Context: an optimization exercise on an open-source flow, tuned for small area. The choices shown serve that exercise and are no tape-out recipe. The RTL was checked by simulation tests, not by an equivalence proof against the original design. Power is estimated from default activity; no workload was simulated.

==> flow/design.v <==
`timescale 1ns / 1ps
module top_UART (
	input  clk,
	input  rst,
	input  [8-1:0] status,
	input  [8-1:0] ram_dout,
	input  rx,
	output tx,
	output reg ram_we,
	output reg [8-1:0] ram_din,
	output reg [16-1:0] ram_addr,
	output reg [8-1:0] command
);
localparam [2:0] R_IDLE = 3'd0, R_START = 3'd1, R_READ = 3'd2, R_STOP = 3'd3,
                 R_RECV = 3'd4, R_ERR = 3'd5, R_WAIT1 = 3'd6, R_WAIT2 = 3'd7;
reg [2:0] rs;        
reg [9:0] rc;        
reg [8:1] rsr;       
wire r_ev_half = rc == 10'b0110001110;    
wire r_ev_bit  = rc == 10'b1100011010;    
wire r_ev_bit1 = rc == 10'b1110001101;    
wire received = rs == R_RECV;
wire [7:0] rx_byte = rsr;
always @(posedge clk) begin
	if (rst)
		rs <= R_IDLE;
	else case (rs)
		R_IDLE:  if (!rx) rs <= R_START;
		R_START: if (r_ev_half) rs <= rx ? R_ERR : R_READ;
		R_READ:  if (r_ev_bit && rsr[1]) rs <= R_STOP;
		R_STOP:  if (r_ev_bit) rs <= rx ? R_RECV : R_ERR;
		R_RECV:  rs <= R_IDLE;
		R_ERR:   rs <= R_WAIT1;
		R_WAIT1: if (r_ev_bit) rs <= R_WAIT2;
		R_WAIT2: if (r_ev_bit1) rs <= R_IDLE;
	endcase
end
always @(posedge clk) begin
	if (rs == R_IDLE || rs == R_ERR || (rs == R_START && r_ev_half) ||
	    ((rs == R_READ || rs == R_STOP || rs == R_WAIT1) && r_ev_bit))
		rc <= 10'd0;
	else
		rc <= {rc[8:0], ~(rc[9] ^ rc[6])};
	if (rs == R_START)
		rsr <= 8'h80;
	else if (rs == R_READ && r_ev_bit)
		rsr <= {rx, rsr[8:2]};
end
localparam [3:0] T_IDLE = 4'd2, T_START = 4'd7;
reg [3:0] tp;
reg [9:0] tc;        
reg [7:0] tb;        
reg       t1;        
wire is_tx  = tp != T_IDLE;
wire t_ev   = tc == 10'b1100011010;       
assign tx = tp[3] ? tb[tp[2:0]] : tp != T_START;
always @(posedge clk) begin
	if (rst)
		tp <= T_IDLE;
	else if (!is_tx) begin
		if (t1) tp <= T_START;
	end else if (t_ev)
		tp <= tp + 1'b1;
	if (!is_tx || t_ev)
		tc <= 10'd0;
	else
		tc <= {tc[8:0], ~(tc[9] ^ tc[6])};
end
localparam [3:0] IDLE = 4'd2, CHK_HEAD = 4'd5, WR_COMMAND = 4'd1, SND_PKT = 4'd7,
                 SND_HEAD = 4'd0, TRANS = 4'd4, WR_MEMORY = 4'd3, RD_MEMORY = 4'd6,
                 CALC_LNA = 4'd8,    
                 SNT_LNA = 4'd12;    
localparam [1:0] H_C = 2'd0, H_S = 2'd1, H_W = 2'd3, H_R = 2'd2;
reg [3:0]  st;
reg [1:0]  hd;       
reg [31:0] la;       
wire [15:0] len  = la[31:16];
wire [15:0] addr = la[15:0];
wire        wr = st == WR_MEMORY;
reg  [15:0] diff, addr_inc;
reg         cy, c8, c8_r, zero_r, wr_r;
integer     i;
always @(*) begin
	cy = wr_r;
	for (i = 0; i < 8; i = i + 1) begin
		diff[i] = ram_addr[i] ^ ~addr[i] ^ cy;
		cy = (ram_addr[i] & ~addr[i]) | (cy & (ram_addr[i] ^ ~addr[i]));
	end
	c8 = cy;
	cy = c8_r;
	for (i = 8; i < 16; i = i + 1) begin
		diff[i] = ram_addr[i] ^ ~addr[i] ^ cy;
		cy = (ram_addr[i] & ~addr[i]) | (cy & (ram_addr[i] ^ ~addr[i]));
	end
	cy = 1'b1;
	for (i = 0; i < 16; i = i + 1) begin
		addr_inc[i] = ram_addr[i] ^ cy;
		cy = cy & ram_addr[i];
	end
end
always @(posedge clk) begin
	wr_r <= wr;
	c8_r <= c8;
	zero_r <= diff == len;
end
wire len_max = &len;
wire last = (!wr || ram_we) ? zero_r : len_max;
wire [7:0] head_byte = {3'b011, hd != H_C, 1'b0, hd == H_W, 1'b1, hd != H_R};
always @(posedge clk) begin
	if (rst) begin
		st <= IDLE;
		ram_we <= 1'b0;
		ram_addr <= 16'h0000;
		t1 <= 1'b0;
		ram_din <= 8'h00;
		command <= 8'h00;
	end else begin
		casez (st)
		IDLE: begin
			ram_we <= 1'b0;
			ram_addr <= 16'h0000;
			if (is_tx) t1 <= 1'b0;
			if (received && rx_byte == 8'h70) st <= CHK_HEAD;
		end
		CHK_HEAD: if (received) begin
			case (rx_byte)
			8'h63: begin hd <= H_C; st <= WR_COMMAND; end
			8'h73: begin hd <= H_S; st <= SND_PKT; end
			8'h77:  begin hd <= H_W; st <= CALC_LNA; end
			8'h72:  begin hd <= H_R; st <= CALC_LNA; end
			default:  st <= IDLE;
			endcase
		end
		WR_COMMAND: if (received) begin
			command <= rx_byte;
			st <= SND_PKT;
		end
		SND_PKT: begin
			if (is_tx) t1 <= 1'b0;
			else if (!t1) begin
				t1 <= 1'b1;
				tb <= 8'h70;
				st <= SND_HEAD;
			end
		end
		SND_HEAD: begin
			if (is_tx) t1 <= 1'b0;
			else if (!t1) begin
				t1 <= 1'b1;
				tb <= head_byte;
				st <= TRANS;
			end
		end
		TRANS: begin
			if (is_tx) t1 <= 1'b0;
			else if (hd[1]) begin
				st <= SNT_LNA;
				t1 <= 1'b0;
			end else if (!t1) begin
				tb <= hd[0] ? status : command;
				t1 <= 1'b1;
				st <= IDLE;
			end
		end
		4'b10??: if (received) begin     
			la <= {la[23:0], rx_byte};
			if (st[1:0] == 2'd3) begin
				ram_addr <= {la[7:0], rx_byte};
				st <= hd[0] ? WR_MEMORY : SND_PKT;
			end else
				st <= st + 1'b1;
		end
		4'b11??: begin                   
			if (is_tx) t1 <= 1'b0;
			else if (!t1) begin
				t1 <= 1'b1;
				tb <= la[31:24];
				la <= {la[23:0], la[31:24]};
				if (st[1:0] == 2'd3)
					st <= hd[0] ? IDLE : RD_MEMORY;
				else
					st <= st + 1'b1;
			end
		end
		RD_MEMORY: begin
			if (is_tx) t1 <= 1'b0;
			else if (!t1) begin
				if (!last) begin
					t1 <= 1'b1;
					tb <= ram_dout;
					ram_addr <= addr_inc;
				end else begin
					ram_addr <= 16'h0000;
					st <= IDLE;
				end
			end
		end
		WR_MEMORY: begin
			if (ram_we) ram_addr <= addr_inc;
			if (!last) begin
				if (received) begin
					ram_din <= rx_byte;
					ram_we <= 1'b1;
				end else
					ram_we <= 1'b0;
			end else begin
				ram_we <= 1'b0;
				ram_din <= 8'h00;
				st <= SND_PKT;
			end
		end
		endcase
	end
end
endmodule
Settings: LEC_CHECK=0, ABC_AREA=1, CAP_MARGIN=20, CORE_MARGIN=2, CORE_UTILIZATION=40, SLEW_MARGIN=20; clock period 5.0 ns.
standard.sh (not shown) runs the stock make flow with config.mk's settings and CLKGATE_MAP_FILE= SYNTH_SCRIPT=/design/flow/synth_recipe.tcl, a recipe that flattens the netlist after the stock synthesis.
==> flow/flow/run.sh <==
#!/bin/bash
# Layout flow: the standard ORFS flow (standard.sh) with three changes:
#  - synthesis maps the logic with an area-oriented ABC script (abc_area.script
#    beside this file, used through ABC_AREA=1 from config.mk); registers and
#    everything else in synthesis are as in the standard flow;
#  - each port gets a sky130_fd_sc_hd__buf_1 as its port buffer;
#  - the clock tree is built from small clock buffers, without dummy loads.
# The ORFS scripts are used from a copy in the work folder that differs only
# in abc_area.script. All tool output goes to standard.log in the work folder.
set -euo pipefail
here=$(pwd)
rm -rf "$here/orfs_scripts"
cp -r "$FLOW_HOME/scripts" "$here/orfs_scripts"
cp "$here/flow/abc_area.script" "$here/orfs_scripts/abc_area.script"
export SCRIPTS_DIR="$here/orfs_scripts"
export BUFFER_PORTS_ARGS="-buffer_cell sky130_fd_sc_hd__buf_1"
export CTS_ARGS="-sink_clustering_enable -repair_clock_nets -buf_list sky130_fd_sc_hd__clkbuf_4 -root_buf sky130_fd_sc_hd__clkbuf_8 -dont_use_dummy_load"
bash standard.sh > standard.log 2>&1
==> flow/flow/abc_area.script <==
strash
dch -f
map -a
strash
dch -f
amap
topo
Rerun with:
--- a/flow/config.mk
+++ b/flow/config.mk
@@ -11,0 +12 @@
+export GPL_TIMING_DRIVEN = 0
After rerunning:
- The changed run finished with timing, DRC and antenna clean
- worst setup slack got worse by 22 ps
- area after synthesis does not change
- utilization barely changes
- first-iteration DRC count falls by a little under a tenth
- die area stays the same
- count of clock-buffer cells in the layout does not change
- critical path depth stays the same
- sequential power barely changes
- wire length hardly moves
- maximum frequency falls slightly
- total power came out lower slightly
Rerun with:
--- a/flow/config.mk
+++ b/flow/config.mk
@@ -11,2 +11 @@
-export CORE_UTILIZATION = 40
-export GPL_TIMING_DRIVEN = 0
+export CORE_UTILIZATION = 45
Outcome: Global-route usage goes up by 2.8 points; die area goes down by 11%; worst setup slack improves by 11 ps; clock-buffer cell count stays the same; via count is about the same; power goes up by 0.98%; critical path depth goes up by 1; design area goes down by 0.40%; synthesized area is unchanged.

[static timing again, ports no longer ideal]
The results above use ideal ports. As a check the final layouts listed here were re-extracted and re-timed, cells and wires unchanged. Step 1, drivers: a clkbuf_16 drives clk and a buf_2 each remaining input, both assumed. Step 2, shift: input delay + t, output delay - t, t = (earliest + latest rising clock arrival at the registers) / 2. This alone moves slack from input paths to output paths. Three values: ideal, step 1, step 2; two values: the first two.
| run | t (ns) | setup WS [ns] | worst setup path at the end | clock arrival spread, ns | worst register clock-pin slew, ns |
|---|---|---|---|---|---|
| the first run | 0.433 | 0.102 / 0.102 / 0.102 | register to register | 0.039 / 0.039 | 0.11 / 0.11 |
| the second run | 0.436 | 0.080 / 0.080 / 0.080 | register to register | 0.024 / 0.024 | 0.10 / 0.10 |
| the third run | 0.444 | 0.091 / 0.091 / 0.091 | register to register | 0.029 / 0.029 | 0.10 / 0.10 |
After both steps every run listed still meets setup and hold.
